Background: an optimization exercise with open tools, aiming at a short achievable clock period. Do not read the settings as production practice.
At most, simulation tests tie the RTL to the original design; equivalence was not proved.
The clock port is modelled as an ideal driver, which makes a skipped or thinned clock tree look cheaper than it is; a real chip needs a root buffer or a tree.
No activity file was given, so power comes from the tool's default toggle rates.

Setup of the previous run:
==> flow/design.v <==
module Fifo
(
input clk,rst, wr_en, rd_en,
input           [7:0] buf_in,
output reg      [7:0] buf_out,
output          [7:0] fifo_counter,
output          buf_empty,
output reg      buf_full
);
reg  [6:0]  cnt_o;    
reg         ne_o;     
reg  [7:0]  lo_r;     
reg  [8:0]  hi_r;     
reg         sh;       
reg  [7:0]  din_q;    
reg  [63:0] wsel;     
reg  [7:0]  dlo_n;    
reg  [8:0]  dhi_n;    
reg  [7:0]  bo_n;     
reg  [7:0]  ent [63:0];
assign fifo_counter = {1'b0, cnt_o};
assign buf_empty    = ~ne_o;
wire [7:0] lo = {lo_r[7:1], ~lo_r[0]};
wire [8:0] hi = {hi_r[8:1], ~hi_r[0]};
wire empty = lo[0] & hi[0];      
wire full  = hi[8];              
function [6:0] enc;
     input [7:0] l;
     input [8:0] h;
     begin
          enc[0] = l[1] | l[3] | l[5] | l[7];
          enc[1] = l[2] | l[3] | l[6] | l[7];
          enc[2] = l[4] | l[5] | l[6] | l[7];
          enc[3] = h[1] | h[3] | h[5] | h[7];
          enc[4] = h[2] | h[3] | h[6] | h[7];
          enc[5] = h[4] | h[5] | h[6] | h[7];
          enc[6] = h[8];
     end
endfunction
wire [7:0] lo_10 = {lo[6:1], lo[0] & ~full, lo[7] | full};
wire [7:0] lo_01 = {lo[0] & ~empty, lo[7:2], lo[1] | empty};
wire [7:0] lo_11 = {lo[7] | full, lo[6:2], lo[1] | empty, lo[0] & ~full & ~empty};
wire [8:0] hi_10 = lo[7] ? {hi[7:0], 1'b0} : hi;
wire [8:0] hi_01 = lo[0] ? {1'b0, hi[8:2], hi[1] | hi[0]} : hi;
wire [8:0] hi_11 = {1'b0, hi[7] | hi[8], hi[6:0]};
wire [6:0] b_10 = enc(lo_10, hi_10);
wire [6:0] b_01 = enc(lo_01, hi_01);
wire [6:0] b_11 = enc(lo_11, hi_11);
wire [6:0] b_00 = enc(lo, hi);
wire       ne_01 = ~(hi[0] & (lo[0] | lo[1]));
wire       f_10  = hi[8] | (lo[7] & hi[7]);
wire [7:0] lo_nx = wr_en ? (rd_en ? lo_11 : lo_10) : (rd_en ? lo_01 : lo);
wire [8:0] hi_nx = wr_en ? (rd_en ? hi_11 : hi_10) : (rd_en ? hi_01 : hi);
wire [7:0]  dl = {~dlo_n[7:1], dlo_n[0]};
wire [8:0]  dh = {~dhi_n[8:1], dhi_n[0]};
wire [64:0] at;
genvar g;
generate
for (g = 0; g <= 64; g = g + 1) begin : dec
     assign at[g] = dl[g % 8] & dh[g / 8];
end
endgenerate
wire [63:0] wsel_nx;
assign wsel_nx[0] = wr_en & (rd_en ? (at[1] | at[0]) : at[0]);
generate
for (g = 1; g < 63; g = g + 1) begin : ws
     assign wsel_nx[g] = wr_en & (rd_en ? at[g + 1] : at[g]);
end
endgenerate
assign wsel_nx[63] = wr_en & ~rd_en & at[63];
always @(posedge clk or posedge rst)
begin
if (rst) begin
     cnt_o    <= 7'd0;
     ne_o     <= 1'b0;
     buf_full <= 1'b0;
     lo_r     <= 8'd0;
     hi_r     <= 9'd0;
     dlo_n    <= 8'hff;
     dhi_n    <= 9'h1ff;
     wsel     <= 64'd0;
end else begin
     cnt_o    <= wr_en ? (rd_en ? b_11 : b_10) : (rd_en ? b_01 : b_00);
     ne_o     <= wr_en | (rd_en ? ne_01 : ~empty);
     buf_full <= ~rd_en & (wr_en ? f_10 : full);
     lo_r     <= {lo_nx[7:1], ~lo_nx[0]};
     hi_r     <= {hi_nx[8:1], ~hi_nx[0]};
     dlo_n    <= wr_en ? (rd_en ? {~lo_11[7:1], lo_11[0]} : {~lo_10[7:1], lo_10[0]})
                       : (rd_en ? {~lo_01[7:1], lo_01[0]} : dlo_n);
     dhi_n    <= wr_en ? (rd_en ? {~hi_11[8:1], hi_11[0]} : {~hi_10[8:1], hi_10[0]})
                       : (rd_en ? {~hi_01[8:1], hi_01[0]} : dhi_n);
     wsel     <= wsel_nx;
end
end
wire [7:0] head = wsel[0] ? din_q : (sh ? ent[1] : ent[0]);
wire       re   = rd_en & ~empty;
always @(posedge clk or posedge rst)
begin
if (rst) begin
     buf_out <= 8'd0;
     bo_n    <= 8'hff;
     sh      <= 1'b0;
end else begin
     buf_out <= re ? head : ~bo_n;
     bo_n    <= re ? ~head : bo_n;
     sh <= re;
end
end
always @(posedge clk)
     din_q <= buf_in;
integer i;
always @(posedge clk)
begin
     for (i = 0; i < 64; i = i + 1)
          if (wsel[i])
               ent[i] <= din_q;
          else if (sh && i < 63)
               ent[i] <= ent[i + 1];
end
endmodule
Settings: LEC_CHECK=0, ABC_CLOCK_PERIOD_IN_PS=1000, CAP_MARGIN=20, CORE_MARGIN=2, CORE_UTILIZATION=65, SETUP_SLACK_MARGIN=2.35, SLEW_MARGIN=20, TNS_END_PERCENT=100; clock period 4.0 ns.
standard.sh (not shown) runs the stock make flow with config.mk's settings and CLKGATE_MAP_FILE= SYNTH_SCRIPT=/design/flow/synth_recipe.tcl, a recipe that flattens the netlist after the stock synthesis.
==> flow/flow/run.sh <==
#!/bin/bash
# The standard layout (standard.sh), except that:
# - the clock tree is built by flow/mycts.tcl (hooked in through ORFS's
#   PRE_CTS_TCL): the clock port drives MY_CTS_COLS roots, each driving
#   MY_CTS_ROWS leaves, each driving an equal group of nearby flip-flops;
#   before that, with MY_MOVE_OUTPUT_FLOPS=1, the flip-flops that drive the
#   outputs are moved next to their output buffers (flow/outflops.tcl);
# - the port buffers that ORFS adds to every input and output are
#   buf_6 instead of the smallest buffer;
# - timing repair may resize a cell to one of another footprint
#   (MATCH_CELL_FOOTPRINT=0; the platform sets 1).
# Everything standard.sh runs logs to standard.log and ORFS's own logs.
set -euo pipefail
export PRE_CTS_TCL=$PWD/flow/pre_cts.tcl
export MY_CTS_COLS=4
export MY_CTS_ROWS=8
export MY_CTS_ROOT_CELL=sky130_fd_sc_hd__buf_16
export MY_CTS_LEAF_CELL=sky130_fd_sc_hd__clkbuf_16
export MY_MOVE_OUTPUT_FLOPS=1
export BUFFER_PORTS_ARGS="-buffer_cell sky130_fd_sc_hd__buf_6"
bash standard.sh MATCH_CELL_FOOTPRINT=0 finish > standard.log 2>&1
Other scripts of this flow, unchanged in this note and not shown: flow/flow/mycts.tcl, flow/flow/outflops.tcl, flow/flow/pre_cts.tcl
The inputs of the current run differ from those of the previous run as listed below.
-- flow/design.v --
<<< the previous run, line 52
wire [7:0] lo_nx = wr_en ? (rd_en ? lo_11 : lo_10) : (rd_en ? lo_01 : lo);
wire [8:0] hi_nx = wr_en ? (rd_en ? hi_11 : hi_10) : (rd_en ? hi_01 : hi);
wire [7:0]  dl = {~dlo_n[7:1], dlo_n[0]};
wire [8:0]  dh = {~dhi_n[8:1], dhi_n[0]};
wire [64:0] at;
genvar g;
>>> the current run, line 52
wire [7:0] lo_nx = wr_en ? (rd_en ? lo_11 : lo_10) : (rd_en ? lo_01 : lo);
wire [8:0] hi_nx = wr_en ? (rd_en ? hi_11 : hi_10) : (rd_en ? hi_01 : hi);
wire [7:0]  dl = ~dlo_n;
wire [8:0]  dh = ~dhi_n;
wire [64:0] at;
genvar g;
<<< the previous run, line 77
     lo_r     <= 8'd0;
     hi_r     <= 9'd0;
     dlo_n    <= 8'hff;
     dhi_n    <= 9'h1ff;
     wsel     <= 64'd0;
end else begin
>>> the current run, line 77
     lo_r     <= 8'd0;
     hi_r     <= 9'd0;
     dlo_n    <= 8'hfe;
     dhi_n    <= 9'h1fe;
     wsel     <= 64'd0;
end else begin
<<< the previous run, line 86
     lo_r     <= {lo_nx[7:1], ~lo_nx[0]};
     hi_r     <= {hi_nx[8:1], ~hi_nx[0]};
     dlo_n    <= wr_en ? (rd_en ? {~lo_11[7:1], lo_11[0]} : {~lo_10[7:1], lo_10[0]})
                       : (rd_en ? {~lo_01[7:1], lo_01[0]} : dlo_n);
     dhi_n    <= wr_en ? (rd_en ? {~hi_11[8:1], hi_11[0]} : {~hi_10[8:1], hi_10[0]})
                       : (rd_en ? {~hi_01[8:1], hi_01[0]} : dhi_n);
     wsel     <= wsel_nx;
end
>>> the current run, line 86
     lo_r     <= {lo_nx[7:1], ~lo_nx[0]};
     hi_r     <= {hi_nx[8:1], ~hi_nx[0]};
     dlo_n    <= wr_en ? (rd_en ? ~lo_11 : ~lo_10) : (rd_en ? ~lo_01 : dlo_n);
     dhi_n    <= wr_en ? (rd_en ? ~hi_11 : ~hi_10) : (rd_en ? ~hi_01 : dhi_n);
     wsel     <= wsel_nx;
end
Findings:
- The current run has data arrival time of the worst path below what the previous run had.
- For routed wirelength normalized by instance count, the previous run and the current run come out practically identical.
- Summary of the current run over the previous run: share of cells above drive strength 1 shows an increase of 1.1 points, pre-CTS worst setup slack fell by 0.24 ns, sequential cell count comparable, layout overhead on the synthesized area has increased.
- The current run has power density relative to cell area above what the previous run had.
- Run comparison: the current run category of the most critical setup path reg -> out; the previous run category of the most critical setup path reg -> reg
Function not checked in the previous run: the RTL went through the layout flow alone. In every run of this note, the design's own scripts or RTL, not TritonCTS, make the clock network.

[port drivers added, routing unchanged]
The flow's constraints put no driver on any port. The routed layouts listed below were extracted and timed again, unchanged, in two steps. Step 1, drivers: a clkbuf_16 drives clk and a buf_2 each remaining input, both assumed. Step 2 times the ports against the registers' clock, not the clock port: input delays grow and output delays shrink by t, the midpoint of the rising clock arrivals with the driver on. a / b / c = no drivers / after step 1 / after step 2; a / b = the first two.
| run | shift t [ns] | setup WS [ns] | hold slack, ns |
|---|---|---|---|
| the previous run | 0.439 | 2.317 / 2.230 / 1.862 | 0.480 / 0.417 / 0.480 |
| the current run | 0.446 | 2.353 / 2.235 / 1.921 | 0.474 / 0.446 / 0.474 |
After both steps setup and hold are still met in every run listed. For the previous run, which loses most, drivers alone change the setup slack by -0.087 ns; drivers and shift together by -0.455 ns.
